Source: an optimization exercise on an open RTL-to-GDS flow (aim: small area, a short achievable clock period and few clock cycles). Production flows keep margins and buffers that such runs may drop.
Where RTL was checked, it was by simulation tests only, not by an equivalence proof against the original.
Function not checked in run 1: the RTL went through the layout flow alone.

$ cat flow/design.v
module SORT_IP #(parameter IP_WIDTH = 8) (
    IN_character, IN_weight,
    OUT_character
);
input [IP_WIDTH*4-1:0]  IN_character;
input [IP_WIDTH*5-1:0]  IN_weight;
output [IP_WIDTH*4-1:0] OUT_character;
generate
    if(IP_WIDTH == 3) 
    begin
        wire [3:0] index[0:2];
        wire [4:0] weight[0:2];
        wire [4:0] w[0:5];
        wire [3:0] i[0:5];
        assign index[0] = IN_character[3:0];
        assign index[1] = IN_character[7:4];
        assign index[2] = IN_character[11:8];
        assign weight[0] = IN_weight[4:0];
        assign weight[1] = IN_weight[9:5];
        assign weight[2] = IN_weight[14:10];   
        compare c0(.index_1(index[0]) ,.index_2(index[2]),.weight_1(weight[0]),.weight_2(weight[2]),.index_b(i[0]),.index_s(i[1]),.weight_b(w[0]), .weight_s(w[1]));
        compare c1(.index_1(i[0]) ,.index_2(index[1]),.weight_1(w[0]),.weight_2(weight[1]),.index_b(i[2]),.index_s(i[3]),.weight_b(w[2]), .weight_s(w[3]));
        compare c2(.index_1(i[3]) ,.index_2(i[1]),.weight_1(w[3]),.weight_2(w[1]),.index_b(i[4]),.index_s(i[5]),.weight_b(w[4]), .weight_s(w[5]));
        assign OUT_character = {i[2],i[4],i[5]};
    end
    else if(IP_WIDTH == 4)
    begin
        wire [3:0] index[0:3];
        wire [4:0] weight[0:3];
        wire [3:0] i[0:9];
        wire [4:0] w[0:9];
        assign index[0] = IN_character[3:0];
        assign index[1] = IN_character[7:4];
        assign index[2] = IN_character[11:8];
        assign index[3] = IN_character[15:12];
        assign weight[0] = IN_weight[4:0];
        assign weight[1] = IN_weight[9:5];
        assign weight[2] = IN_weight[14:10];
        assign weight[3] = IN_weight[19:15];
        compare c0(.index_1(index[0]) ,.index_2(index[2]),.weight_1(weight[0]),.weight_2(weight[2]),.index_b(i[0]),.index_s(i[2]),.weight_b(w[0]), .weight_s(w[2]));
        compare c1(.index_1(index[1]) ,.index_2(index[3]),.weight_1(weight[1]),.weight_2(weight[3]),.index_b(i[1]),.index_s(i[3]),.weight_b(w[1]), .weight_s(w[3]));
        compare c2(.index_1(i[0]) ,.index_2(i[1]),.weight_1(w[0]),.weight_2(w[1]),.index_b(i[4]),.index_s(i[5]),.weight_b(w[4]), .weight_s(w[5]));
        compare c3(.index_1(i[2]) ,.index_2(i[3]),.weight_1(w[2]),.weight_2(w[3]),.index_b(i[6]),.index_s(i[7]),.weight_b(w[6]), .weight_s(w[7]));
        compare c4(.index_1(i[5]) ,.index_2(i[6]),.weight_1(w[5]),.weight_2(w[6]),.index_b(i[8]),.index_s(i[9]),.weight_b(w[8]), .weight_s(w[9]));
        assign OUT_character = {i[4],i[8],i[9],i[7]};
    end
    else if(IP_WIDTH == 5)
    begin
        wire [3:0] index[0:4];
        wire [4:0] weight[0:4];
        wire [3:0] i[0:17];
        wire [4:0] w[0:17];
        assign index[0] = IN_character[3:0];
        assign index[1] = IN_character[7:4];
        assign index[2] = IN_character[11:8];
        assign index[3] = IN_character[15:12];
        assign index[4] = IN_character[19:16];
        assign weight[0] = IN_weight[4:0];
        assign weight[1] = IN_weight[9:5];
        assign weight[2] = IN_weight[14:10];
        assign weight[3] = IN_weight[19:15];
        assign weight[4] = IN_weight[24:20];
        compare c0(.index_1(index[0]) ,.index_2(index[3]),.weight_1(weight[0]),.weight_2(weight[3]),.index_b(i[0]),.index_s(i[2]),.weight_b(w[0]), .weight_s(w[2]));
        compare c1(.index_1(index[1]) ,.index_2(index[4]),.weight_1(weight[1]),.weight_2(weight[4]),.index_b(i[1]),.index_s(i[3]),.weight_b(w[1]), .weight_s(w[3]));
        compare c2(.index_1(i[0]) ,.index_2(index[2]),.weight_1(w[0]),.weight_2(weight[2]),.index_b(i[4]),.index_s(i[6]),.weight_b(w[4]), .weight_s(w[6]));
        compare c3(.index_1(i[1]) ,.index_2(i[2]),.weight_1(w[1]),.weight_2(w[2]),.index_b(i[5]),.index_s(i[7]),.weight_b(w[5]), .weight_s(w[7]));
        compare c4(.index_1(i[4]) ,.index_2(i[5]),.weight_1(w[4]),.weight_2(w[5]),.index_b(i[8]),.index_s(i[9]),.weight_b(w[8]), .weight_s(w[9]));
        compare c5(.index_1(i[6]) ,.index_2(i[3]),.weight_1(w[6]),.weight_2(w[3]),.index_b(i[10]),.index_s(i[11]),.weight_b(w[10]), .weight_s(w[11])); 
        compare c6(.index_1(i[9]) ,.index_2(i[10]),.weight_1(w[9]),.weight_2(w[10]),.index_b(i[12]),.index_s(i[13]),.weight_b(w[12]), .weight_s(w[13]));
        compare c7(.index_1(i[7]) ,.index_2(i[11]),.weight_1(w[7]),.weight_2(w[11]),.index_b(i[14]),.index_s(i[15]),.weight_b(w[14]), .weight_s(w[15])); 
        compare c8(.index_1(i[13]) ,.index_2(i[14]),.weight_1(w[13]),.weight_2(w[14]),.index_b(i[16]),.index_s(i[17]),.weight_b(w[16]), .weight_s(w[17]));    
        assign OUT_character = {i[8],i[12],i[16],i[17],i[15]};       
    end
    else if(IP_WIDTH == 6)
    begin
        wire [3:0] index[0:5];
        wire [4:0] weight[0:5];
        wire [3:0] i[0:23];
        wire [4:0] w[0:23];
        assign index[0] = IN_character[3:0];
        assign index[1] = IN_character[7:4];
        assign index[2] = IN_character[11:8];
        assign index[3] = IN_character[15:12];
        assign index[4] = IN_character[19:16];
        assign index[5] = IN_character[23:20];
        assign weight[0] = IN_weight[4:0];
        assign weight[1] = IN_weight[9:5];
        assign weight[2] = IN_weight[14:10];
        assign weight[3] = IN_weight[19:15];
        assign weight[4] = IN_weight[24:20];
        assign weight[5] = IN_weight[29:25];
        compare c0(.index_1(index[0]) ,.index_2(index[5]),.weight_1(weight[0]),.weight_2(weight[5]),.index_b(i[0]),.index_s(i[5]),.weight_b(w[0]), .weight_s(w[5]));
        compare c1(.index_1(index[1]) ,.index_2(index[3]),.weight_1(weight[1]),.weight_2(weight[3]),.index_b(i[1]),.index_s(i[3]),.weight_b(w[1]), .weight_s(w[3]));
        compare c2(.index_1(index[2]) ,.index_2(index[4]),.weight_1(weight[2]),.weight_2(weight[4]),.index_b(i[2]),.index_s(i[4]),.weight_b(w[2]), .weight_s(w[4]));
        compare c3(.index_1(i[1]) ,.index_2(i[2]),.weight_1(w[1]),.weight_2(w[2]),.index_b(i[6]),.index_s(i[7]),.weight_b(w[6]), .weight_s(w[7]));
        compare c4(.index_1(i[3]) ,.index_2(i[4]),.weight_1(w[3]),.weight_2(w[4]),.index_b(i[8]),.index_s(i[9]),.weight_b(w[8]), .weight_s(w[9]));
        compare c5(.index_1(i[0]) ,.index_2(i[8]),.weight_1(w[0]),.weight_2(w[8]),.index_b(i[10]),.index_s(i[12]),.weight_b(w[10]), .weight_s(w[12]));
        compare c6(.index_1(i[7]) ,.index_2(i[5]),.weight_1(w[7]),.weight_2(w[5]),.index_b(i[11]),.index_s(i[13]),.weight_b(w[11]), .weight_s(w[13]));
        compare c7(.index_1(i[10]) ,.index_2(i[6]),.weight_1(w[10]),.weight_2(w[6]),.index_b(i[14]),.index_s(i[15]),.weight_b(w[14]), .weight_s(w[15]));
        compare c8(.index_1(i[11]) ,.index_2(i[12]),.weight_1(w[11]),.weight_2(w[12]),.index_b(i[16]),.index_s(i[17]),.weight_b(w[16]), .weight_s(w[17]));
        compare c9(.index_1(i[9]) ,.index_2(i[13]),.weight_1(w[9]),.weight_2(w[13]),.index_b(i[18]),.index_s(i[19]),.weight_b(w[18]), .weight_s(w[19]));
        compare c10(.index_1(i[15]) ,.index_2(i[16]),.weight_1(w[15]),.weight_2(w[16]),.index_b(i[20]),.index_s(i[21]),.weight_b(w[20]), .weight_s(w[21]));
        compare c11(.index_1(i[17]) ,.index_2(i[18]),.weight_1(w[17]),.weight_2(w[18]),.index_b(i[22]),.index_s(i[23]),.weight_b(w[22]), .weight_s(w[23]));
        assign OUT_character = {i[14],i[20],i[21],i[22],i[23],i[19]};
    end
    else if(IP_WIDTH == 7)
    begin
        wire [3:0] index[0:6];
        wire [4:0] weight[0:6];
        wire [3:0] i[0:31];
        wire [4:0] w[0:31];
        assign index[0] = IN_character[3:0];
        assign index[1] = IN_character[7:4];
        assign index[2] = IN_character[11:8];
        assign index[3] = IN_character[15:12];
        assign index[4] = IN_character[19:16];
        assign index[5] = IN_character[23:20];
        assign index[6] = IN_character[27:24];
        assign weight[0] = IN_weight[4:0];
        assign weight[1] = IN_weight[9:5];
        assign weight[2] = IN_weight[14:10];
        assign weight[3] = IN_weight[19:15];
        assign weight[4] = IN_weight[24:20];
        assign weight[5] = IN_weight[29:25];
        assign weight[6] = IN_weight[34:30];
        compare c0(.index_1(index[0]) ,.index_2(index[6]),.weight_1(weight[0]),.weight_2(weight[6]),.index_b(i[0]),.index_s(i[1]),.weight_b(w[0]), .weight_s(w[1]));
        compare c1(.index_1(index[2]) ,.index_2(index[3]),.weight_1(weight[2]),.weight_2(weight[3]),.index_b(i[2]),.index_s(i[3]),.weight_b(w[2]), .weight_s(w[3]));
        compare c2(.index_1(index[4]) ,.index_2(index[5]),.weight_1(weight[4]),.weight_2(weight[5]),.index_b(i[4]),.index_s(i[5]),.weight_b(w[4]), .weight_s(w[5]));
        compare c3(.index_1(index[1]) ,.index_2(i[4]),.weight_1(weight[1]),.weight_2(w[4]),.index_b(i[6]),.index_s(i[7]),.weight_b(w[6]), .weight_s(w[7]));
        compare c4(.index_1(i[0]) ,.index_2(i[2]),.weight_1(w[0]),.weight_2(w[2]),.index_b(i[8]),.index_s(i[9]),.weight_b(w[8]), .weight_s(w[9]));
        compare c5(.index_1(i[3]) ,.index_2(i[1]),.weight_1(w[3]),.weight_2(w[1]),.index_b(i[10]),.index_s(i[11]),.weight_b(w[10]), .weight_s(w[11]));
        compare c6(.index_1(i[8]) ,.index_2(i[6]),.weight_1(w[8]),.weight_2(w[6]),.index_b(i[12]),.index_s(i[13]),.weight_b(w[12]), .weight_s(w[13]));
        compare c7(.index_1(i[10]) ,.index_2(i[7]),.weight_1(w[10]),.weight_2(w[7]),.index_b(i[14]),.index_s(i[15]),.weight_b(w[14]), .weight_s(w[15]));
        compare c8(.index_1(i[9]) ,.index_2(i[5]),.weight_1(w[9]),.weight_2(w[5]),.index_b(i[16]),.index_s(i[17]),.weight_b(w[16]), .weight_s(w[17]));
        compare c9(.index_1(i[13]) ,.index_2(i[16]),.weight_1(w[13]),.weight_2(w[16]),.index_b(i[18]),.index_s(i[19]),.weight_b(w[18]), .weight_s(w[19]));
        compare c10(.index_1(i[15]) ,.index_2(i[11]),.weight_1(w[15]),.weight_2(w[11]),.index_b(i[20]),.index_s(i[21]),.weight_b(w[20]), .weight_s(w[21]));
        compare c11(.index_1(i[19]) ,.index_2(i[14]),.weight_1(w[19]),.weight_2(w[14]),.index_b(i[22]),.index_s(i[23]),.weight_b(w[22]), .weight_s(w[23]));
        compare c12(.index_1(i[20]) ,.index_2(i[17]),.weight_1(w[20]),.weight_2(w[17]),.index_b(i[24]),.index_s(i[25]),.weight_b(w[24]), .weight_s(w[25]));
        compare c13(.index_1(i[18]) ,.index_2(i[22]),.weight_1(w[18]),.weight_2(w[22]),.index_b(i[26]),.index_s(i[27]),.weight_b(w[26]), .weight_s(w[27]));
        compare c14(.index_1(i[23]) ,.index_2(i[24]),.weight_1(w[23]),.weight_2(w[24]),.index_b(i[28]),.index_s(i[29]),.weight_b(w[28]), .weight_s(w[29]));
        compare c15(.index_1(i[25]) ,.index_2(i[21]),.weight_1(w[25]),.weight_2(w[21]),.index_b(i[30]),.index_s(i[31]),.weight_b(w[30]), .weight_s(w[31]));
        assign OUT_character = {i[12],i[26],i[27],i[28],i[29],i[30],i[31]};
    end
    else if(IP_WIDTH == 8)
    begin
        wire [3:0] index[7:0];
        wire [4:0] weight[7:0];
        wire [3:0] i[0:37];
        wire [4:0] w[0:37];
        assign index[0] = IN_character[3:0];
        assign index[1] = IN_character[7:4];
        assign index[2] = IN_character[11:8];
        assign index[3] = IN_character[15:12];
        assign index[4] = IN_character[19:16];
        assign index[5] = IN_character[23:20];
        assign index[6] = IN_character[27:24];
        assign index[7] = IN_character[31:28];
        assign weight[0] = IN_weight[4:0];
        assign weight[1] = IN_weight[9:5];
        assign weight[2] = IN_weight[14:10];
        assign weight[3] = IN_weight[19:15];
        assign weight[4] = IN_weight[24:20];
        assign weight[5] = IN_weight[29:25];
        assign weight[6] = IN_weight[34:30];
        assign weight[7] = IN_weight[39:35];
        compare c0(.index_1(index[1]) ,.index_2(index[3]),.weight_1(weight[1]),.weight_2(weight[3]),.index_b(i[0]),.index_s(i[1]),.weight_b(w[0]), .weight_s(w[1]));
        compare c1(.index_1(index[4]) ,.index_2(index[6]),.weight_1(weight[4]),.weight_2(weight[6]),.index_b(i[2]),.index_s(i[3]),.weight_b(w[2]), .weight_s(w[3]));
        compare c2(.index_1(index[0]) ,.index_2(index[2]),.weight_1(weight[0]),.weight_2(weight[2]),.index_b(i[4]),.index_s(i[5]),.weight_b(w[4]), .weight_s(w[5]));
        compare c3(.index_1(index[5]) ,.index_2(index[7]),.weight_1(weight[5]),.weight_2(weight[7]),.index_b(i[6]),.index_s(i[7]),.weight_b(w[6]), .weight_s(w[7]));
        compare c4(.index_1(i[4]) ,.index_2(i[2]),.weight_1(w[4]),.weight_2(w[2]),.index_b(i[8]),.index_s(i[9]),.weight_b(w[8]), .weight_s(w[9]));
        compare c5(.index_1(i[0]) ,.index_2(i[6]),.weight_1(w[0]),.weight_2(w[6]),.index_b(i[10]),.index_s(i[11]),.weight_b(w[10]), .weight_s(w[11]));     
        compare c6(.index_1(i[5]) ,.index_2(i[3]),.weight_1(w[5]),.weight_2(w[3]),.index_b(i[12]),.index_s(i[13]),.weight_b(w[12]), .weight_s(w[13]));
        compare c7(.index_1(i[1]) ,.index_2(i[7]),.weight_1(w[1]),.weight_2(w[7]),.index_b(i[14]),.index_s(i[15]),.weight_b(w[14]), .weight_s(w[15]));
        compare c8(.index_1(i[8]) ,.index_2(i[10]),.weight_1(w[8]),.weight_2(w[10]),.index_b(i[16]),.index_s(i[17]),.weight_b(w[16]), .weight_s(w[17]));
        compare c9(.index_1(i[12]) ,.index_2(i[14]),.weight_1(w[12]),.weight_2(w[14]),.index_b(i[18]),.index_s(i[19]),.weight_b(w[18]), .weight_s(w[19]));
        compare c10(.index_1(i[9]) ,.index_2(i[11]),.weight_1(w[9]),.weight_2(w[11]),.index_b(i[20]),.index_s(i[21]),.weight_b(w[20]), .weight_s(w[21]));
        compare c11(.index_1(i[13]) ,.index_2(i[15]),.weight_1(w[13]),.weight_2(w[15]),.index_b(i[22]),.index_s(i[23]),.weight_b(w[22]), .weight_s(w[23]));
        compare c12(.index_1(i[18]) ,.index_2(i[20]),.weight_1(w[18]),.weight_2(w[20]),.index_b(i[24]),.index_s(i[25]),.weight_b(w[24]), .weight_s(w[25]));
        compare c13(.index_1(i[19]) ,.index_2(i[21]),.weight_1(w[19]),.weight_2(w[21]),.index_b(i[26]),.index_s(i[27]),.weight_b(w[26]), .weight_s(w[27]));
        compare c14(.index_1(i[17]) ,.index_2(i[25]),.weight_1(w[17]),.weight_2(w[25]),.index_b(i[28]),.index_s(i[29]),.weight_b(w[28]), .weight_s(w[29]));
        compare c15(.index_1(i[26]) ,.index_2(i[22]),.weight_1(w[26]),.weight_2(w[22]),.index_b(i[30]),.index_s(i[31]),.weight_b(w[30]), .weight_s(w[31]));
        compare c16(.index_1(i[28]) ,.index_2(i[24]),.weight_1(w[28]),.weight_2(w[24]),.index_b(i[32]),.index_s(i[33]),.weight_b(w[32]), .weight_s(w[33]));
        compare c17(.index_1(i[30]) ,.index_2(i[29]),.weight_1(w[30]),.weight_2(w[29]),.index_b(i[34]),.index_s(i[35]),.weight_b(w[34]), .weight_s(w[35]));
        compare c18(.index_1(i[27]) ,.index_2(i[31]),.weight_1(w[27]),.weight_2(w[31]),.index_b(i[36]),.index_s(i[37]),.weight_b(w[36]), .weight_s(w[37]));
        assign OUT_character = {i[16],i[32],i[33],i[34],i[35],i[36],i[37],i[23]};
    end
    else
    begin
        wire [3:0] index[0:2];
        wire [4:0] weight[0:2];
        wire [4:0] w[0:5];
        wire [3:0] i[0:5];
        assign index[0] = IN_character[3:0];
        assign index[1] = IN_character[7:4];
        assign index[2] = IN_character[11:8];
        assign weight[0] = IN_weight[4:0];
        assign weight[1] = IN_weight[9:5];
        assign weight[2] = IN_weight[14:10];   
        compare c0(.index_1(index[0]) ,.index_2(index[2]),.weight_1(weight[0]),.weight_2(weight[2]),.index_b(i[0]),.index_s(i[1]),.weight_b(w[0]), .weight_s(w[1]));
        compare c1(.index_1(i[0]) ,.index_2(index[1]),.weight_1(w[0]),.weight_2(weight[1]),.index_b(i[2]),.index_s(i[3]),.weight_b(w[2]), .weight_s(w[3]));
        compare c2(.index_1(i[3]) ,.index_2(i[1]),.weight_1(w[3]),.weight_2(w[1]),.index_b(i[4]),.index_s(i[5]),.weight_b(w[4]), .weight_s(w[5]));
        assign OUT_character = {i[2],i[4],i[5]};
    end
endgenerate
endmodule
module compare(
   index_1, 
   index_2,
   weight_1,
   weight_2,
   index_b,
   index_s,
   weight_b,
   weight_s
);
input [3:0] index_1;
input [3:0] index_2;
input [4:0] weight_1;
input [4:0] weight_2;
output reg [3:0] index_b;
output reg [3:0] index_s;
output reg [4:0] weight_b;
output reg [4:0] weight_s;
always @ (*)
begin
    if(weight_1 > weight_2 || (weight_1 == weight_2 && index_1 > index_2))
    begin
        index_b = index_1;
        index_s = index_2;
        weight_b = weight_1;
        weight_s = weight_2;
    end
    else
    begin
        index_b = index_2;
        index_s = index_1;
        weight_b = weight_2;
        weight_s = weight_1;
    end
end
endmodule
module HT_TOP(
    clk,
    rst_n,
    in_valid,
    in_weight,
    out_mode,
    out_valid,
    out_code
);
input clk, rst_n, in_valid, out_mode;
input [2:0] in_weight;
output reg out_valid, out_code;
reg        merge, sending;
reg  [2:0] cnt;
reg  [2:0] cur;
reg        mode;
reg  [4:0] lw [0:6];
reg  [2:0] lw7;       
reg        fill7;     
reg  [2:0] ptr [0:4];
reg  [7:0] code [0:4];
integer j, t;
function lt5;
    input [4:0] a, b;
    integer k;
    reg c;
    begin
        c = 1'b0;
        for (k = 0; k < 5; k = k + 1)
            c = (~a[k] & b[k]) | (~a[k] & c) | (b[k] & c);
        lt5 = c;
    end
endfunction
wire [4:0] sum = lw[0] + lw[1];
wire       cur_mode = (cnt == 3'd0) ? out_mode : mode;
reg  [9:0] lt;
reg  [4:0] lwx [0:9];
always @(*) begin
    for (j = 0; j < 7; j = j + 1) lwx[j] = lw[j];
    lwx[7] = {fill7, fill7, lw7 | {3{fill7}}};
    lwx[8] = 5'd31;
    lwx[9] = 5'd31;
    lt[8] = 1'b0;
    lt[9] = 1'b0;
    for (j = 0; j < 8; j = j + 1)
        lt[j] = lt5(lwx[j], merge ? sum : {2'b00, in_weight}) | (!merge & (cnt < 8 - j));
    if (merge) lt[1] = 1'b1;
end
reg [2:0] ins;
always @(*) begin
    ins = 3'd0;
    for (j = 0; j < 8; j = j + 1)
        if (merge) begin
            if (lt[j+1] & !lt[j+2]) ins = j;
        end else begin
            if (lt[j] & !lt[j+1]) ins = j;
        end
end
reg [2:0] leaf [0:4];
always @(*) begin
    leaf[0] = 3'd4;                    
    leaf[1] = cur_mode ? 3'd2 : 3'd5;      
    leaf[2] = cur_mode ? 3'd5 : 3'd6;      
    leaf[3] = cur_mode ? 3'd0 : 3'd7;      
    leaf[4] = cur_mode ? 3'd1 : 3'd3;      
end
wire root = merge & (cnt == 3'd6);
wire empty = (code[0] == 8'd1);
wire [7:0] src = empty ? code[1] : code[0];
wire fin = (src[7:1] == 7'd1) & ((cur + {2'b00, empty}) == 3'd4);
always @(posedge clk) begin
    if (in_valid & (cnt == 3'd0)) mode <= out_mode;
    if (root) cur <= 3'd0;
    else if (sending) cur <= cur + {2'b00, empty};
    for (j = 0; j < 7; j = j + 1)
        if (merge)
            lw[j] <= lt[j+2] ? lwx[j+2] : (lt[j+1] ? sum : lwx[j+1]);
        else
            lw[j] <= lt[j+1] ? lwx[j+1] : (lt[j] ? {2'b00, in_weight} : lwx[j]);
    fill7 <= merge;
    if (!merge & lt[7]) lw7 <= in_weight;
    for (t = 0; t < 5; t = t + 1)
        if (merge ? (ptr[t][2:1] == 2'b00) : (leaf[t] == cnt))
            ptr[t] <= ins;
        else
            ptr[t] <= ptr[t] - {1'b0, merge & lt[ptr[t]], merge ^ lt[ptr[t]]};
    for (t = 0; t < 5; t = t + 1)
        if (in_valid)
            code[t] <= {code[t][6:0], cnt == 3'd7};
        else if (merge & (ptr[t][2:1] == 2'b00) & !(root & (t == 0)))
            code[t] <= {code[t][6:0], ~ptr[t][0]};
    if (sending) begin
        code[0] <= {1'b0, src[7:1]};
        if (empty) begin
            code[1] <= code[2];
            code[2] <= code[3];
            code[3] <= code[4];
        end
    end
end
always @(posedge clk or negedge rst_n) begin
    if (!rst_n) begin
        merge <= 1'b0;
        sending <= 1'b0;
        cnt <= 3'd0;
        out_valid <= 1'b0;
        out_code <= 1'b0;
    end else begin
        if (in_valid) begin
            cnt <= cnt + 3'd1;
            if (cnt == 3'd7) merge <= 1'b1;
        end else if (merge) begin
            cnt <= cnt + 3'd1;
            if (root) begin
                merge <= 1'b0;
                sending <= 1'b1;
                out_valid <= 1'b1;
                out_code <= ~ptr[0][0];
                cnt <= 3'd0;
            end
        end else if (sending) begin
            out_code <= src[0];
            if (fin) sending <= 1'b0;
        end else begin
            out_valid <= 1'b0;
            out_code <= 1'b0;
        end
    end
end
endmodule
$ cat flow/flow/run.sh
#!/bin/bash
# Layout with ORFS's own scripts. Two changes from the standard layout:
#  - synthesis is the standard one except that ABC maps the logic for area
#    (flip-flops are mapped before ABC, so registers are unchanged);
#  - repair_timing aims for a larger setup margin (MARGIN ns) than the
#    standard flow settings allow. Constraints are unchanged.
set -euo pipefail
MARGIN=${MARGIN:-12.6}
HERE=$(pwd)
printf 'strash\ndch\nmap -a\nstrash\ndch\nmap -a\n' > "$HERE/area.abc"
cat > "$HERE/area_synth.tcl" <<'TCL'
proc abc {args} {
  set i [lsearch -exact $args -script]
  if {$i >= 0} {
    set args [lreplace $args [expr {$i + 1}] [expr {$i + 1}] $::env(AREA_ABC_SCRIPT)]
  }
  yosys abc {*}$args
}
TCL
cat synth_recipe.tcl >> "$HERE/area_synth.tcl"
export AREA_ABC_SCRIPT="$HERE/area.abc"
bash standard.sh SYNTH_SCRIPT="$HERE/area_synth.tcl" SETUP_SLACK_MARGIN="$MARGIN" finish > standard_flow.log 2>&1
$ cat flow/standard.sh
#!/bin/bash
# synth_recipe.tcl (not shown) runs the flow's synth.tcl, then flattens the netlist and writes it again
# the make line also repeats each setting of config.mk as NAME=value (left out here)
make -C /OpenROAD-flow-scripts/flow DESIGN_CONFIG=/design/flow/config.mk WORK_HOME=/design/flow/orfs CLKGATE_MAP_FILE= SYNTH_SCRIPT=/design/flow/synth_recipe.tcl "${@:-finish}"
$ cat flow/config.mk
export PLATFORM = sky130hd
export DESIGN_NAME = HT_TOP
export DESIGN_NICKNAME = HT_TOP
export VERILOG_FILES = /design/flow/design.v
export SDC_FILE = /design/flow/constraint.sdc
export NUM_CORES = 4
export LEC_CHECK = 0
export CAP_MARGIN = 20
export CORE_MARGIN = 2
export CORE_UTILIZATION = 40
export SLEW_MARGIN = 20
$ cat flow/constraint.sdc
create_clock -name core_clock -period 17.0 [get_ports {clk}]
set_input_delay 3.4000 -clock core_clock [delete_from_list [all_inputs] [get_ports {clk}]]
set_output_delay 3.4000 -clock core_clock [all_outputs]
set_load 0.01 [all_outputs]
==> reports/summary.txt, run 1 <==
Synth Warn #: 6
Synthesized flop and latch total: 105
RSZ-0062 raised after global routing: yes
Final net count: 889
Inserted Clock Buffers: 9
DP HPWL: 12.8 mm
Via count: 6256
M1 wire length: 8.39 mm
Vias in the first global route: 5666
Main flop type after synthesis: edfxtp_1
Die height: 128 um
Drt pass-1 iters: 6
Area of the mapped netlist: 0.00619 mm^2
Post-synth EDFFs: 54
Final wirelength: 19.2 mm
Fill count: 1403
Setup violators final: 0
H-tree levels: 3
Clk pin slew, worst setup/hold paths: 0.07 ns
Global-route wire length before repair: 30.0 mm
Most frequent cell after synthesis: o21ai_0
Count of final max-slew check failures: 0
CP Capture Type: register
Most frequent cells after synthesis: o21ai_0 (113), nand2_1 (106), nor2_1 (96)
Avg Vias per Cell: 5.96
Synth async-reset ratio: 6.67%
Highest routed layer: met4
Gpl congestion: 0.910
Cell Count, Final, Fillers Out: 1050
Peak Freq: 0.161 GHz
CP Max Fanout: 6
Footprint of the multi-input gates: 0.00359 mm^2
CP required: 17.23 ns
Final Core Density: 51.6%
Status: no timing/DRC/antenna violations
Ant. Diodes: 0
Grt total ovfl: 0
Min cycle time layout: 6.22 ns
Clock latency (worst-skew pair): 0.36 ns
Post-route DRC violation count: 0
Worst-margin pin slew: 0.874 ns
Critical path class: input port to register
Placed cell count: 981
R2r setup slk: 11.87 ns
Root buffer cell: clkbuf_16
Period utilisation layout: 36.6%
Die area: 0.0165 mm^2
Antenna viol nets, final: 0
Sequential-to-total area share from yosys stat: 43.3%
WL/cell: 18.3 um
Initial core utilization: 40.9%
Cell taking the most area after synthesis: edfxtp_1
Initial antenna violation count: 0
Worst path arrival time: 6.45 ns
Mapped Avg Cell Area: 7.99 um^2
Post-route setup TNS: 0 ns
Synth top area cells: edfxtp_1 (26%), dfxtp_1 (14%), o21ai_0 (9.1%), a21oi_1 (7.4%), nand2_1 (6.4%)
Fin. Hold Viols: 0
Clk_skew: 0.0112 ns
Met2 WL: 8.80 mm
Area share of the leading cell type in the synthesized netlist: 26.2%
Share of layout cells above drive strength 1: 18.7%
WL met3: 1.49 mm
Initial DRC Count: 622
Worst setup SP type: input port
Post-Syn Instances: 775
Largest net degree at the start of global routing: 61
CTS max path bufs: 2
Core Area: 0.0151 mm^2
TritonCTS clock tree: yes
Maxcap violations: 0
Num rows: 45
Port Buffer Count: 8
Clock sink count: 105
Worst min path class: register to register
Rel. slew slack: 41.1%
Register area: 0.00268 mm^2
Chip width: 128 um
I/O Pins: 9
Unique masters post-synth: 32
Area growth syn-to-layout: 26.2%
Tot GR Track Use: 23.5%
[worst max-delay path, stage by stage]
cell and delay (ns):
buf_12 0.09, clkinv_8 0.04, nor2_4 0.12, nor2_4 0.08, o22ai_1 0.29, o21ai_4 0.11
maj3_2 0.35, a21oi_2 0.14, a2bb2oi_2 0.22, nor2_4 0.06, buf_12 0.16, clkinv_4 0.06
a21oi_1 0.06, o31ai_1 0.22, ha_1 0.29, ha_4 0.17, fa_2 0.51, mux2i_1 0.06
[sequential cells by signal, indices dropped and copies added, names as in the netlist, 3 cells and up]
register	flops
code	40
lw	35
ptr	15
cnt	3
cur	3
lw7	3
[logic make-up after synthesis]
group | after synthesis | synth area share (%)
compound gates | 286 | 25.8
fa+ha+maj | 28 | 6.27
simple gates | 254 | 16.7
xor+xnor | 9 | 1.27
flops | 105 | 43.3
other cells | 1 | 0.0606
buf+inv | 81 | 4.91
mux | 11 | 1.80
[final timing paths]
kind	depth (start not counted)	to	start
worst max register to register	22	ptr[3][1]	lw[1][0]
min in group asynchronous	1	out_valid	rst_n
worst min-delay path	0	code[4][3]	code[4][2]
worst min register to register	0	code[4][3]	code[4][2]
worst max-delay path	18	ptr[2][1]	in_weight[1]
max in group asynchronous	1	merge	rst_n
[layer usage]
layer,track usage (%),up-vias
li1,-,2977
met4,9.18,0
met1,32.3,2959
met5,0,-
met3,4.53,43
met2,36.7,277
[cells in the final DEF, fill, tap and decap left out, types with 6 or more instances in the layout]
| master | n |
|---|---|
| nand2_1 | 101 |
| a21oi_1 | 85 |
| nor2_1 | 81 |
| o21ai_0 | 80 |
| clkinv_1 | 67 |
| edfxtp_1 | 54 |
| dfxtp_1 | 44 |
| buf_4 | 39 |
| nand3_1 | 30 |
| a31oi_1 | 28 |
| o21ai_1 | 24 |
| ha_1 | 13 |
| buf_6 | 13 |
| a22oi_1 | 11 |
| nor2_4 | 11 |
| o22ai_1 | 10 |
| mux2i_1 | 10 |
| clkbuf_16 | 10 |
| nor3_1 | 9 |
| o21ai_2 | 8 |
| a211oi_1 | 8 |
| o211ai_1 | 7 |
| a21oi_2 | 6 |
| clkinv_4 | 6 |
| dfrtp_1 | 6 |
[cell type report]
cell class,instances,share of cell area [%]
inverters,81,5.05
clock inverters,4,0.417
well taps,188,3.01
flip-flops and latches,105,34.3
clock buffers,12,3.30
multi-input cells,594,45.9
repair inverters,2,0.224
repair buffers,64,7.75
[timing repair]
action                                  in CTS  in global routing
gates cloned                                 3                  1
endpoints found under the setup margin     133                 87
setup buffers                               35                 14
pin swaps                                   43                 24
hold buffers                                 0                  0
resized for setup                          106                 31
[metrics by stage]
stage	hold slack [ns]	cell area [um^2]	worst slack, ns
after floorplan	0.427	6380	10.55
after global placement	0.429	6740	9.43
after detailed placement	0.435	6740	9.31
after CTS	0.454	7590	10.89
after global routing	0.475	7810	10.68
final	0.455	7810	10.78
==> run 2, diff against run 1 <==
--- a/flow/design.v
+++ b/flow/design.v
@@ -252,8 +252,9 @@
 input [2:0] in_weight;
 output reg out_valid, out_code;
-reg        merge, sending;
+reg        vr, merge, sending;
 reg  [2:0] cnt;
 reg  [2:0] cur;
 reg        mode;
+reg  [2:0] xr;
 reg  [4:0] lw [0:6];
 reg  [2:0] lw7;       
@@ -274,5 +275,5 @@
 endfunction
 wire [4:0] sum = lw[0] + lw[1];
-wire       cur_mode = (cnt == 3'd0) ? out_mode : mode;
+wire [4:0] val = merge ? sum : {2'b00, xr};
 reg  [9:0] lt;
 reg  [4:0] lwx [0:9];
@@ -285,5 +286,5 @@
     lt[9] = 1'b0;
     for (j = 0; j < 8; j = j + 1)
-        lt[j] = lt5(lwx[j], merge ? sum : {2'b00, in_weight}) | (!merge & (cnt < 8 - j));
+        lt[j] = lt5(lwx[j], val) | (!merge & (cnt < 8 - j));
     if (merge) lt[1] = 1'b1;
 end
@@ -301,9 +302,10 @@
 always @(*) begin
     leaf[0] = 3'd4;                    
-    leaf[1] = cur_mode ? 3'd2 : 3'd5;      
-    leaf[2] = cur_mode ? 3'd5 : 3'd6;      
-    leaf[3] = cur_mode ? 3'd0 : 3'd7;      
-    leaf[4] = cur_mode ? 3'd1 : 3'd3;      
+    leaf[1] = mode ? 3'd2 : 3'd5;      
+    leaf[2] = mode ? 3'd5 : 3'd6;      
+    leaf[3] = mode ? 3'd0 : 3'd7;      
+    leaf[4] = mode ? 3'd1 : 3'd3;      
 end
+wire first = merge & (cnt == 3'd5);    
 wire root = merge & (cnt == 3'd6);
 wire empty = (code[0] == 8'd1);
@@ -311,26 +313,28 @@
 wire fin = (src[7:1] == 7'd1) & ((cur + {2'b00, empty}) == 3'd4);
 always @(posedge clk) begin
-    if (in_valid & (cnt == 3'd0)) mode <= out_mode;
+    if (in_valid & !vr) mode <= out_mode;
     if (root) cur <= 3'd0;
     else if (sending) cur <= cur + {2'b00, empty};
+    xr <= in_weight;
     for (j = 0; j < 7; j = j + 1)
-        if (merge)
-            lw[j] <= lt[j+2] ? lwx[j+2] : (lt[j+1] ? sum : lwx[j+1]);
-        else
-            lw[j] <= lt[j+1] ? lwx[j+1] : (lt[j] ? {2'b00, in_weight} : lwx[j]);
+        if (merge | lt[j])
+            lw[j] <= ({5{merge & lt[j+2]}} & lwx[j+2])
+                   | ({5{merge ? (lt[j+1] & ~lt[j+2]) : (lt[j] & ~lt[j+1])}} & val)
+                   | ({5{merge ^ lt[j+1]}} & lwx[j+1]);
     fill7 <= merge;
-    if (!merge & lt[7]) lw7 <= in_weight;
+    if (!merge & lt[7]) lw7 <= xr;
     for (t = 0; t < 5; t = t + 1)
         if (merge ? (ptr[t][2:1] == 2'b00) : (leaf[t] == cnt))
             ptr[t] <= ins;
         else
-            ptr[t] <= ptr[t] - {1'b0, merge & lt[ptr[t]], merge ^ lt[ptr[t]]};
+            ptr[t] <= lt[ptr[t]] ? (ptr[t] - {merge, !merge}) : (ptr[t] - {2'b00, merge});
     for (t = 0; t < 5; t = t + 1)
-        if (in_valid)
+        if (vr)
             code[t] <= {code[t][6:0], cnt == 3'd7};
-        else if (merge & (ptr[t][2:1] == 2'b00) & !(root & (t == 0)))
+        else if (merge & (ptr[t][2:1] == 2'b00) & !(root & ((t == 0) | ((t == 1) & empty))))
             code[t] <= {code[t][6:0], ~ptr[t][0]};
-    if (sending) begin
+    if (sending | (root & !empty))
         code[0] <= {1'b0, src[7:1]};
+    if (sending) begin
         if (empty) begin
             code[1] <= code[2];
@@ -342,4 +346,5 @@
 always @(posedge clk or negedge rst_n) begin
     if (!rst_n) begin
+        vr <= 1'b0;
         merge <= 1'b0;
         sending <= 1'b0;
@@ -348,14 +353,18 @@
         out_code <= 1'b0;
     end else begin
-        if (in_valid) begin
+        vr <= in_valid;
+        if (vr) begin
             cnt <= cnt + 3'd1;
             if (cnt == 3'd7) merge <= 1'b1;
         end else if (merge) begin
             cnt <= cnt + 3'd1;
+            if (first) begin
+                out_valid <= 1'b1;
+                out_code <= lt[2] ^ (ptr[0][2:1] == 2'b00);
+            end
             if (root) begin
                 merge <= 1'b0;
                 sending <= 1'b1;
-                out_valid <= 1'b1;
-                out_code <= ~ptr[0][0];
+                out_code <= empty ? ~ptr[1][0] : code[0][0];
                 cnt <= 3'd0;
             end
--- a/flow/config.mk
+++ b/flow/config.mk
@@ -9,3 +9,5 @@
 export CORE_MARGIN = 2
 export CORE_UTILIZATION = 40
+export CTS_CLUSTER_DIAMETER = 200
+export CTS_CLUSTER_SIZE = 40
 export SLEW_MARGIN = 20
==> reports/summary.txt, run 2 <==
Critical path's largest stage delay: 0.38 ns (-0.13 ns)
Final wirelength: 15.8 mm (-18%)
Initial core utilization: 40.5% (-0.34 points)
Maxcap violations: 0 (unchanged)
CP required: 13.60 ns (-3.63 ns)
Initial DRC Count: 462 (-26%)
Worst path arrival time: 0.97 ns (-5.48 ns)
Post-route DRC violation count: 0 (unchanged)
Clock latency (worst-skew pair): 0.37 ns (about the same)
Rel. slew slack: 34.3% (-6.8 points)
Crit-path slowest cell: dfrtp_1
Critical-path cell list: clkdlybuf4s15_1
RSZ-0062 raised after global routing: yes
Global-route wire length before repair: 24.8 mm (-17%)
Count of final max-slew check failures: 0 (unchanged)
Clock sink count: 109 (+3.8%)
M1 wire length: 7.65 mm (-8.8%)
Most frequent cells in the layout: clkinv_1 (101), nand2_1 (101), o21ai_0 (89)
Critical path class: register to output port
Avg Vias per Cell: 5.65 (-5.1%)
I/O Pins: 9 (unchanged)
Root buffer cell: clkbuf_16
Mapped Avg Cell Area: 8.52 um^2 (+6.7%)
Unique masters post-synth: 31 (-3.1%)
Worst min path class: register to register
Post-synth EDFFs: 54 (unchanged)
Area of the mapped netlist: 0.00609 mm^2 (-1.6%)
Clk pin slew, worst setup/hold paths: 0.08 ns (about the same)
DP HPWL: 11.2 mm (-12%)
Largest net degree at the start of global routing: 34 (-44%)
Most frequent cells after synthesis: clkinv_1 (111), o21ai_0 (105), nand2_1 (104)
WL met3: 692 um (-54%)
Status: no timing/DRC/antenna violations
Grt total ovfl: 0 (unchanged)
Share of layout cells above drive strength 1: 10.6% (-8.1 points)
WP buf/inv: 1 (-3)
Synth async-reset ratio: 7.34% (+0.67 points)
Worst-margin pin slew: 0.973 ns (+0.0992 ns)
Sequential-to-total area share from yosys stat: 45.3% (+2.1 points)
Synth top area cells: edfxtp_1 (27%), dfxtp_1 (15%), o21ai_0 (8.6%), clkinv_1 (6.8%), nand2_1 (6.4%)
Synthesized flop and latch total: 109 (+3.8%)
Biggest regs: code x40, lw x35, ptr x15
R2r setup slk: 12.79 ns (+0.92 ns)
Area share of the leading cell type in the synthesized netlist: 26.6% (+0.42 points)
CTS max path bufs: 2 (unchanged)
CP Capture Type: output port
Min cycle time layout: 4.37 ns (-1.85 ns)
Drt pass-1 iters: 5 (-1)
Ant. Diodes: 0 (unchanged)
WL/cell: 16.5 um (-9.7%)
Num rows: 45 (unchanged)
H-tree levels: 3 (unchanged)
Fin. Hold Viols: 0 (unchanged)
Cell taking the most area after synthesis: edfxtp_1
Setup violators final: 0 (unchanged)
CP top delay family: flip-flops
Post-Syn Instances: 715 (-7.7%)
Met2 WL: 7.11 mm (-19%)
Post-route setup TNS: 0 ns (unchanged)
Inserted Clock Buffers: 9 (unchanged)
Tot GR Track Use: 19.1% (-4.4 points)
Die area: 0.0162 mm^2 (-1.5%)
Synth Warn #: 6 (unchanged)
Final net count: 806 (-9.3%)
CP Max Fanout: 2 (-4)
Via count: 5400 (-14%)
Most frequent cell after synthesis: clkinv_1
Port Buffer Count: 8 (unchanged)
Die height: 127 um (-0.77%)
Max reg flops: 40 (unchanged)
Main flop type after synthesis: edfxtp_1
Hold WS: 0.457 ns (+0.00156 ns)
Antenna viol nets, final: 0 (unchanged)
Initial antenna violation count: 0 (unchanged)
Worst setup SP type: register
Core Area: 0.0150 mm^2 (-0.74%)
Chip width: 127 um (-0.77%)
Gpl congestion: 0.929 (+2.0%)
Vias in the first global route: 4909 (-13%)
Area growth syn-to-layout: 15.9%
Register name with the most flops: code
Clk_skew: 0.00960 ns (-0.00157 ns)
Highest routed layer: met4
TritonCTS clock tree: yes
Peak Freq: 0.229 GHz (+42%)
Period utilisation layout: 25.7% (-11 points)
==> run 2: area by class of cell <==
cell class	instances	area [um^2]
Timing Repair inverter	1	5.00
Clock inverter	7	77.6
Clock buffer	9	225
Inverter	111	440
Sequential cell	109	2760
Tap cell	188	235
Timing Repair Buffer	31	270
Multi-Input combinational cell	499	3050
Fill cell	1417	7970
==> run 2: final timing paths <==
check,from,end,cells past startpoint
setup reg to reg,lw[1][0],ptr[3][1],21
max in group asynchronous,rst_n,merge,1
min in group asynchronous,rst_n,vr,1
hold / removal,code[4][7],code[3][7],2
hold reg to reg,code[4][7],code[3][7],2
setup / recovery,out_code,out_code,1
==> run 2: logic make-up after synthesis <==
kind of cell	share of synthesized area (%)
DFF	45.3
muxes	1.64
other	0.0616
AOI/OAI and AO/OA	24.1
buffers and inverters	6.84
xor gates and xnor gates	1.01
and+or+nand+nor	12.4
adders and majority gates	8.67
==> run 2: layer usage <==
layer / track usage [%] / vias up
li1: - / 2661
met1: 27.1 / 2572
met2: 29.7 / 143
met3: 2.60 / 24
met4: 7.43 / 0
met5: 0 / -
==> run 2: what timing repair did <==
item,4_1_cts,5_1_grt
hold buffers,0,0
endpoints found under the setup margin,27,12
pin swaps,3,13
gates cloned,0,2
resized for setup,18,52
buffers inserted,8,11
==> run 2: stage by stage <==
step | util [%] | std cells | cell area, um^2 | worst slack (ns)
2_1_floorplan | - | 719 | 6110 | 12.62
3_3_place_gp | 42.9 | 918 | 6450 | 12.16
3_5_place_dp | 42.9 | 918 | 6450 | 11.91
4_1_cts | 45.6 | 942 | 6850 | 12.59
5_1_grt | 47.0 | 955 | 7060 | 12.58
6_report | 47.0 | 955 | 7060 | 12.63
Testbench counts of run 2, summed over its fixed seeds: cycles 31,181.
==> run 3, diff against run 2 <==
--- a/flow/flow/run.sh
+++ b/flow/flow/run.sh
@@ -6,5 +6,5 @@
 #    standard flow settings allow. Constraints are unchanged.
 set -euo pipefail
-MARGIN=${MARGIN:-12.6}
+MARGIN=${MARGIN:-12.72}
 HERE=$(pwd)
 printf 'strash\ndch\nmap -a\nstrash\ndch\nmap -a\n' > "$HERE/area.abc"
--- a/flow/config.mk
+++ b/flow/config.mk
@@ -9,5 +9,3 @@
 export CORE_MARGIN = 2
 export CORE_UTILIZATION = 40
-export CTS_CLUSTER_DIAMETER = 200
-export CTS_CLUSTER_SIZE = 40
 export SLEW_MARGIN = 20
==> reports/summary.txt, run 3 <==
Status: no timing/DRC/antenna violations
Post-Syn Instances: 715 (unchanged)
Hold WS: 0.449 ns (-0.00803 ns)
H-tree levels: 3 (unchanged)
Most common cell after layout, fill and taps aside: nand2_1
Initial DRC Count: 419 (-9.3%)
Die height: 127 um (unchanged)
R2r setup slk: 12.84 ns (+0.05 ns)
Synth Warn #: 6 (unchanged)
Initial antenna violation count: 0 (unchanged)
Vias in the first global route: 5146 (+4.8%)
Critical path's largest stage delay: 0.39 ns (about the same)
RSZ-0062 raised after global routing: yes
Port Buffer Count: 8 (unchanged)
Critical path class: register to output port
Final Cell Area: 0.00722 mm^2 (+2.2%)
Largest net degree at the start of global routing: 34 (unchanged)
Num rows: 45 (unchanged)
Clock sink count: 109 (unchanged)
Ant. Diodes: 0 (unchanged)
Inserted Clock Buffers: 9 (unchanged)
Unique masters post-synth: 31 (unchanged)
WHS Endpoint: lw7[0]
Most frequent cells after synthesis: clkinv_1 (111), o21ai_0 (105), nand2_1 (104)
Worst min path class: register to register
Final net count: 821 (+1.9%)
Sequential-to-total area share from yosys stat: 45.3% (unchanged)
DP HPWL: 11.4 mm (+1.6%)
WHS Path Cells: 0 (-2)
Max reg flops: 40 (unchanged)
Crit-path slowest cell: dfrtp_1
CP Capture Type: output port
Area growth syn-to-layout: 18.4%
WL/cell: 16.3 um (-1.4%)
Synthesized flop and latch total: 109 (unchanged)
Setup violators final: 0 (unchanged)
Biggest regs: code x40, lw x35, ptr x15
Critical-path cell list: buf_2
Clk pin slew, worst setup/hold paths: 0.07 ns (about the same)
Most frequent cell after synthesis: clkinv_1
Share of layout cells above drive strength 1: 13.0% (+2.5 points)
Reg2Reg Depth: 24 (+14%)
Die area: 0.0162 mm^2 (unchanged)
TritonCTS clock tree: yes
Rel. slew slack: 36.5% (+2.2 points)
Tot GR Track Use: 19.7% (+0.59 points)
Register name with the most flops: code
Drt pass-1 iters: 5 (unchanged)
Cell taking the most area after synthesis: edfxtp_1
Instance area after placement: 0.00645 mm^2 (about the same)
Post-synth EDFFs: 54 (unchanged)
Global-route wire length before repair: 25.7 mm (+3.6%)
Worst setup SP type: register
Initial core utilization: 40.5% (unchanged)
Root buffer cell: clkbuf_16
CP Max Fanout: 2 (unchanged)
Peak Freq: 0.233 GHz (+2.0%)
Maxcap violations: 0 (unchanged)
Avg Vias per Cell: 5.64 (-0.29%)
CTS max path bufs: 2 (unchanged)
Core Area: 0.0150 mm^2 (unchanged)
Most frequent cells in the layout: nand2_1 (102), clkinv_1 (101), o21ai_0 (86)
Post-route setup TNS: 0 ns (unchanged)
Post-CTS Hold Fix Bufs: 0 (unchanged)
Post-route DRC violation count: 0 (unchanged)
CP required: 13.60 ns (about the same)
Antenna viol nets, final: 0 (unchanged)
Worst path arrival time: 0.89 ns (-0.08 ns)
Via count: 5469 (+1.3%)
Synth async-reset ratio: 7.34% (unchanged)
Area of the mapped netlist: 0.00609 mm^2 (unchanged)
Gpl congestion: 0.904 (-2.6%)
I/O Pins: 9 (unchanged)
Synth top area cells: edfxtp_1 (27%), dfxtp_1 (15%), o21ai_0 (8.6%), clkinv_1 (6.8%), nand2_1 (6.4%)
Final Core Density: 48.0% (+1.0 points)
Setup WS pre-CTS: 11.91 ns (-0.00190 ns)
CP top delay family: flip-flops
WP buf/inv: 1 (unchanged)
Main flop type after synthesis: edfxtp_1
Area share of the leading cell type in the synthesized netlist: 26.6% (unchanged)
Fin. Hold Viols: 0 (unchanged)
Reg2reg start: lw[1][0]
Worst-margin pin slew: 0.940 ns (-0.0325 ns)
Clk_skew: 0.00815 ns (-0.00145 ns)
Worst r2r dst: ptr[0][2]
Min cycle time layout: 4.29 ns (-0.0842 ns)
Mapped Avg Cell Area: 8.52 um^2 (unchanged)
Clock latency (worst-skew pair): 0.36 ns (about the same)
Final setup margin: 12.71 ns (+0.0842 ns)
Final wirelength: 15.8 mm (+0.12%)
Grt total ovfl: 0 (unchanged)
Count of final max-slew check failures: 0 (unchanged)
Hold Startpoint: xr[0]
Period utilisation layout: 25.2% (-0.50 points)
Chip width: 127 um (unchanged)
==> run 3: cell types whose count changed in the layout (fill, tap and decap cells not counted), sizes merged <==
| cell | before | now |
|---|---|---|
| buf | 23 | 41 |
| inv | 14 | 11 |
| bufinv | 0 | 2 |
| clkbuf | 10 | 9 |
| clkdlybuf4s15 | 1 | 0 |
| clkinv | 104 | 105 |
| clkinvlp | 1 | 0 |
==> run 3: worst max path at each step <==
stage,from,to,slack [ns],cells past startpoint
2_1_floorplan,lw[1][0],ptr[0][2],12.77,20
3_3_place_gp,lw[1][0],ptr[0][2],12.00,19
3_5_place_dp,lw[1][0],ptr[0][2],11.91,19
4_1_cts,out_code,out_code,12.71,1
5_1_grt,lw[1][0],ptr[2][2],12.62,21
6_report,out_code,out_code,12.71,1
==> run 3: what timing repair did <==
action,in CTS,in global routing
cloned,0,0
endpoints found under the setup margin,31,18
pin swaps,2,23
resized for setup,24,54
buffers inserted,22,14
==> run 3: cell families (layout without fill, tap and decap cells) <==
family,Yosys count,count (layout),share of synthesized area [%]
AO/OA/AOI/OAI,250,250,24.1
XOR/XNOR,7,7,1.01
adder cells (fa/ha/maj),39,39,8.67
buffers and inverters,111,174,6.84
flip-flops,109,109,45.3
multiplexers,10,10,1.64
other,1,5,0.0616
AND/OR/NAND/NOR,188,188,12.4
==> run 3: final cells by class <==
cell class,instances,area [um^2]
inverter,111,465
multi-input combinational,499,3070
clock inverter,7,83.8
fill,1380,7820
clock buffer,9,225
tap,188,235
sequential,109,2760
timing repair buffer,47,378
==> run 3: worst register-to-register path, stage by stage (launching register included) <==
cell,delay [ns]
edfxtp_1,0.40
ha_2,0.21
inv_2,0.05
fa_1,0.42
nand2_1,0.09
o21ai_2,0.07
buf_6,0.15
buf_6,0.12
o22ai_2,0.16
o211ai_1,0.11
o21ai_1,0.12
nand2_1,0.08
nand2_1,0.07
o221ai_2,0.08
o211ai_1,0.25
buf_4,0.21
a21oi_2,0.05
o21ai_1,0.07
nand2_1,0.06
a31oi_1,0.18
ha_1,0.27
ha_2,0.19
fa_2,0.38
xnor2_1,0.17
o21ai_1,0.08
==> run 3: metal layers <==
metal  share of wire (%)  up-vias  track usage (%)
li1                    -     2686                -
met1                  48     2585             27.5
met2                  46      166             31.6
met3                 4.7       32             3.31
met4                 2.0        0             5.88
met5                   0        -                0
==> run 3: metrics by stage <==
stage / cells
after floorplan: 719
after global placement: 918
after detailed placement: 918
after CTS: 956
after global routing: 970
final: 970
==> run 4, diff against run 3 <==
--- a/flow/flow/run.sh
+++ b/flow/flow/run.sh
@@ -6,5 +6,5 @@
 #    standard flow settings allow. Constraints are unchanged.
 set -euo pipefail
-MARGIN=${MARGIN:-12.72}
+MARGIN=${MARGIN:-12.6}
 HERE=$(pwd)
 printf 'strash\ndch\nmap -a\nstrash\ndch\nmap -a\n' > "$HERE/area.abc"
==> reports/summary.txt, run 4 <==
Initial core utilization: 40.5% (unchanged)
Die height: 127 um (unchanged)
RSZ-0062 raised after global routing: yes
Area growth syn-to-layout: 15.9%
Post-CTS Hold Fix Bufs: 0 (unchanged)
Initial DRC Count: 462 (+10%)
Worst-margin pin slew: 0.973 ns (+0.0325 ns)
Reg2Reg Depth: 21 (-13%)
Post-synth EDFFs: 54 (unchanged)
Final Cell Area: 0.00706 mm^2 (-2.1%)
Min cycle time layout: 4.37 ns (+0.0842 ns)
Count of final max-slew check failures: 0 (unchanged)
Chip width: 127 um (unchanged)
CTS max path bufs: 2 (unchanged)
Sequential-to-total area share from yosys stat: 45.3% (unchanged)
CP top delay family: flip-flops
CP required: 13.60 ns (about the same)
Post-Syn Instances: 715 (unchanged)
Clk_skew: 0.00960 ns (+0.00145 ns)
Num rows: 45 (unchanged)
Final Core Density: 47.0% (-1.0 points)
Most frequent cells in the layout: clkinv_1 (101), nand2_1 (101), o21ai_0 (89)
Worst min path class: register to register
I/O Pins: 9 (unchanged)
Global-route wire length before repair: 24.8 mm (-3.5%)
Port Buffer Count: 8 (unchanged)
Synth Warn #: 6 (unchanged)
Clock latency (worst-skew pair): 0.37 ns (about the same)
Final setup margin: 12.63 ns (-0.0842 ns)
Worst path arrival time: 0.97 ns (+0.08 ns)
CP startpoint: out_code
Avg Vias per Cell: 5.65 (+0.29%)
CP Max Fanout: 2 (unchanged)
Fin. Hold Viols: 0 (unchanged)
Via count: 5400 (-1.3%)
Synth async-reset ratio: 7.34% (unchanged)
Status: no timing/DRC/antenna violations
Final net count: 806 (-1.8%)
WL/cell: 16.5 um (+1.4%)
Peak Freq: 0.229 GHz (-1.9%)
Antenna viol nets, final: 0 (unchanged)
Inserted Clock Buffers: 9 (unchanged)
WHS Path Cells: 2 (+2)
DP HPWL: 11.2 mm (-1.5%)
H-tree levels: 3 (unchanged)
Main flop type after synthesis: edfxtp_1
TritonCTS clock tree: yes
Synthesized flop and latch total: 109 (unchanged)
Tot GR Track Use: 19.1% (-0.59 points)
Rel. slew slack: 34.3% (-2.2 points)
Post-route setup TNS: 0 ns (unchanged)
Maxcap violations: 0 (unchanged)
Root buffer cell: clkbuf_16
Setup WS pre-CTS: 11.91 ns (+0.00190 ns)
Most frequent cells after synthesis: clkinv_1 (111), o21ai_0 (105), nand2_1 (104)
Setup violators final: 0 (unchanged)
Ant. Diodes: 0 (unchanged)
Instance area after placement: 0.00645 mm^2 (about the same)
Final wirelength: 15.8 mm (-0.12%)
Grt total ovfl: 0 (unchanged)
Drt pass-1 iters: 5 (unchanged)
Core Area: 0.0150 mm^2 (unchanged)
Gpl congestion: 0.929 (+2.7%)
Hold Startpoint: code[4][7]
Reg2reg start: lw[1][0]
Critical path's largest stage delay: 0.38 ns (about the same)
Worst setup SP type: register
Register name with the most flops: code
Post-route DRC violation count: 0 (unchanged)
CP Capture Type: output port
Cell depth of the worst setup path: 1 (unchanged)
Initial antenna violation count: 0 (unchanged)
Vias in the first global route: 4909 (-4.6%)
Max reg flops: 40 (unchanged)
Critical-path cell list: clkdlybuf4s15_1
Area of the mapped netlist: 0.00609 mm^2 (unchanged)
Cell taking the most area after synthesis: edfxtp_1
Clock sink count: 109 (unchanged)
Share of layout cells above drive strength 1: 10.6% (-2.5 points)
WP buf/inv: 1 (unchanged)
Hold WS: 0.457 ns (+0.00803 ns)
Mapped Avg Cell Area: 8.52 um^2 (unchanged)
Synth top area cells: edfxtp_1 (27%), dfxtp_1 (15%), o21ai_0 (8.6%), clkinv_1 (6.8%), nand2_1 (6.4%)
Unique masters post-synth: 31 (unchanged)
Die area: 0.0162 mm^2 (unchanged)
Period utilisation layout: 25.7% (+0.50 points)
Area share of the leading cell type in the synthesized netlist: 26.6% (unchanged)
Biggest regs: code x40, lw x35, ptr x15
Crit-path slowest cell: dfrtp_1
Largest net degree at the start of global routing: 34 (unchanged)
Critical path class: register to output port
Clk pin slew, worst setup/hold paths: 0.08 ns (about the same)
Most frequent cell after synthesis: clkinv_1
run 4: cells by family (layout without fill, tap and decap cells):
kind of cell	after synthesis	after routing	synth area share, %
multiplexers	10	10	1.64
buffers and inverters	111	159	6.84
XOR/XNOR	7	7	1.01
flip-flops	109	109	45.3
other	1	5	0.0616
adder cells (fa/ha/maj)	39	39	8.67
AND/OR/NAND/NOR	188	188	12.4
AO/OA/AOI/OAI	250	250	24.1
run 4: final timing paths:
path | endpoint | slack, ns
hold reg to reg | code[3][7] | 0.46
setup reg to reg | ptr[3][1] | 12.79
max in group asynchronous | merge | 13.37
setup / recovery | out_code | 12.63
min in group asynchronous | vr | 3.33
hold / removal | code[3][7] | 0.46
run 4: layout make-up:
type / instances / area, um^2
fillers: 1417 / 7970
multi-input cells: 499 / 3050
flip-flops and latches: 109 / 2760
inverters: 111 / 440
repair buffers: 31 / 270
well taps: 188 / 235
clock buffers: 9 / 225
clock inverters: 7 / 77.6
repair inverters: 1 / 5.00
run 4: through the flow:
| step | std cells |
|---|---|
| 2_1_floorplan | 719 |
| 3_3_place_gp | 918 |
| 3_5_place_dp | 918 |
| 4_1_cts | 942 |
| 5_1_grt | 955 |
| 6_report | 955 |
run 4: per-layer routing:
metal | track usage, % | routed length (um) | vias up | share of wire (%)
li1 | - | - | 2661 | -
met1 | 27.1 | 7650 | 2572 | 49
met2 | 29.7 | 7110 | 143 | 45
met3 | 2.60 | 692 | 24 | 4.4
met4 | 7.43 | 302 | 0 | 1.9
met5 | 0 | 0 | - | 0
run 4: repair_timing:
item                                    4_1_cts  5_1_grt
resized for setup                            18       52
pin swaps                                     3       13
setup buffers                                 8       11
endpoints found under the setup margin       27       12
hold endpoints to repair                      0        0
cloned                                        0        2
==> run 5, diff against run 4 <==
--- a/flow/config.mk
+++ b/flow/config.mk
@@ -9,3 +9,4 @@
 export CORE_MARGIN = 2
 export CORE_UTILIZATION = 40
+export CTS_BUF_LIST = sky130_fd_sc_hd__clkbuf_8
 export SLEW_MARGIN = 20
==> reports/summary.txt, run 5 <==
Register name with the most flops: code
Biggest regs: code x40, lw x35, ptr x15
CP required: 13.60 ns (about the same)
Antenna viol nets, final: 0 (unchanged)
Unique masters post-synth: 31 (unchanged)
Clk_skew: 0.0139 ns (+0.00428 ns)
Synth async-reset ratio: 7.34% (unchanged)
Critical-path cell list: buf_6
Sequential-to-total area share from yosys stat: 45.3% (unchanged)
Peak Freq: 0.228 GHz (-0.11%)
Final net count: 808 (+0.25%)
Gpl congestion: 0.929 (unchanged)
Clock latency (worst-skew pair): 0.42 ns (+0.05 ns)
Area share of the leading cell type in the synthesized netlist: 26.6% (unchanged)
Worst-margin pin slew: 0.960 ns (-0.0133 ns)
I/O Pins: 9 (unchanged)
Main flop type after synthesis: edfxtp_1
Worst setup SP type: register
Clock sink count: 109 (unchanged)
Maxcap violations: 0 (unchanged)
WL/cell: 16.3 um (-1.4%)
Post-Syn Instances: 715 (unchanged)
Share of layout cells above drive strength 1: 10.0% (-0.55 points)
WP buf/inv: 1 (unchanged)
Critical path's largest stage delay: 0.43 ns (+0.05 ns)
Root buffer cell: clkbuf_8
Cell Count, Final, Fillers Out: 957 (+0.21%)
H-tree levels: 3 (unchanged)
Die area: 0.0162 mm^2 (unchanged)
Port Buffer Count: 8 (unchanged)
Final wirelength: 15.6 mm (-1.2%)
Area of the mapped netlist: 0.00609 mm^2 (unchanged)
Avg Vias per Cell: 5.55 (-1.8%)
Most frequent cells after synthesis: clkinv_1 (111), o21ai_0 (105), nand2_1 (104)
Clk pin slew, worst setup/hold paths: 0.12 ns (+0.04 ns)
Post-synth EDFFs: 54 (unchanged)
Mapped Avg Cell Area: 8.52 um^2 (unchanged)
Vias in the first global route: 4902 (-0.14%)
Min cycle time layout: 4.38 ns (+0.00490 ns)
Via count: 5313 (-1.6%)
Cell taking the most area after synthesis: edfxtp_1
Inserted Clock Buffers: 9 (unchanged)
Global-route wire length before repair: 24.6 mm (-0.81%)
Rel. slew slack: 36.0% (+1.7 points)
Area growth syn-to-layout: 13.7%
Chip width: 127 um (unchanged)
Post-route DRC violation count: 0 (unchanged)
Setup violators final: 0 (unchanged)
Core Area: 0.0150 mm^2 (unchanged)
Largest net degree at the start of global routing: 34 (unchanged)
Post-CTS Hold Fix Bufs: 0 (unchanged)
Crit-path slowest cell: dfrtp_1
CTS max path bufs: 2 (unchanged)
CP top delay family: flip-flops
Synthesized flop and latch total: 109 (unchanged)
Placed cell count: 918 (unchanged)
Drt pass-1 iters: 5 (unchanged)
CP Max Fanout: 2 (unchanged)
Initial antenna violation count: 0 (unchanged)
TritonCTS clock tree: yes
Num rows: 45 (unchanged)
Worst min path class: register to register
Max reg flops: 40 (unchanged)
Tot GR Track Use: 19.0% (-0.13 points)
Most frequent cell after synthesis: clkinv_1
Post-route setup TNS: 0 ns (unchanged)
Ant. Diodes: 0 (unchanged)
Critical path class: register to output port
Count of final max-slew check failures: 0 (unchanged)
Initial core utilization: 40.5% (unchanged)
Synth Warn #: 6 (unchanged)
Status: no timing/DRC/antenna violations
Most frequent cells in the layout: clkinv_1 (101), nand2_1 (101), o21ai_0 (93)
Worst path arrival time: 0.98 ns (about the same)
Initial DRC Count: 406 (-12%)
Grt total ovfl: 0 (unchanged)
DP HPWL: 11.2 mm (unchanged)
Fin. Hold Viols: 0 (unchanged)
Synth top area cells: edfxtp_1 (27%), dfxtp_1 (15%), o21ai_0 (8.6%), clkinv_1 (6.8%), nand2_1 (6.4%)
CP Capture Type: output port
Period utilisation layout: 25.7% (+0.029 points)
RSZ-0062 raised after global routing: yes
Die height: 127 um (unchanged)
run 5: cell count changes in the layout (fill, tap and decap cells not counted), moves of 2 or more:
| cell | previous run | this run |
|---|---|---|
| fa_1 | 2 | 4 |
| fa_2 | 4 | 2 |
| buf_4 | 19 | 23 |
| a221oi_1 | 2 | 4 |
| clkbuf_16 | 10 | 0 |
| clkbuf_8 | 0 | 9 |
| o21ai_1 | 13 | 9 |
| a221oi_2 | 2 | 0 |
| o21ai_0 | 89 | 93 |
run 5: final timing paths:
kind | slack [ns] | depth (start not counted) | startpoint | to
worst max-delay path | 12.62 | 1 | out_valid | out_valid
worst min-delay path | 0.46 | 2 | code[4][7] | code[3][7]
worst max register to register | 12.77 | 20 | lw[0][0] | ptr[1][2]
worst min register to register | 0.46 | 2 | code[4][7] | code[3][7]
max in group asynchronous | 13.43 | 1 | rst_n | merge
min in group asynchronous | 3.27 | 1 | rst_n | vr
run 5: metal layers:
metal	global-route usage (%)	vias up	part of all wire [%]
met2	29.6	103	45
met3	2.47	25	3.7
met5	0	-	0
met4	8.14	0	2.1
li1	-	2655	-
met1	26.7	2530	49
run 5: cell families after synthesis:
family          share of synthesized area (%)
other cells                            0.0616
buf+inv                                  6.84
flops                                    45.3
xor+xnor                                 1.01
compound gates                           24.1
fa+ha+maj                                8.67
mux                                      1.64
simple gates                             12.4
run 5: layout make-up:
| type | instances | area (um^2) |
|---|---|---|
| Clock buffer | 9 | 124 |
| Tap cell | 188 | 235 |
| Timing Repair Buffer | 33 | 272 |
| Timing Repair inverter | 1 | 5.00 |
| Clock inverter | 7 | 77.6 |
| Sequential cell | 109 | 2760 |
| Fill cell | 1432 | 8100 |
| Multi-Input combinational cell | 499 | 3010 |
| Inverter | 111 | 447 |
run 5: what timing repair did:
item	CTS	global route
endpoints found under the setup margin	27	13
setup buffers	7	14
resized for setup	21	36
pin swaps	2	6
gates cloned	0	2
run 5: stage by stage:
| stage | worst slack [ns] | instance area (um^2) | utilization (%) | hold slack (ns) |
|---|---|---|---|---|
| after floorplan | 12.62 | 6110 | - | 0.400 |
| after global placement | 12.16 | 6450 | 42.9 | 0.421 |
| after detailed placement | 11.91 | 6450 | 42.9 | 0.422 |
| after CTS | 12.55 | 6730 | 44.8 | 0.456 |
| after global routing | 12.56 | 6930 | 46.1 | 0.473 |
| final | 12.62 | 6930 | 46.1 | 0.465 |

what the ideal ports hide:
Ports are ideal in the flow. The routed layouts listed here were re-timed in OpenROAD. Step 1 assumes that a clkbuf_16 drives the clock port and a buf_2 every other input. Step 2, shift: input delay + t, output delay - t, t = (earliest + latest rising clock arrival at the registers) / 2. This alone moves slack from input paths to output paths. a / b / c = ideal ports / drivers / drivers and shift; a / b = the first two.
run	t (ns)	slack for setup (ns)	cell pins on the clock port's net
run 1	0.403	10.778 / 10.761 / 10.357	1
run 2	0.402	12.628 / 12.588 / 12.625	1
run 3	0.394	12.712 / 12.674 / 12.634	1
run 4	0.402	12.628 / 12.588 / 12.625	1
run 5	0.444	12.623 / 12.587 / 12.637	1
After both steps setup and hold are still met in every run listed. The setup slack of run 1, which loses most, moves by -0.017 ns with the drivers and by -0.421 ns with both steps.
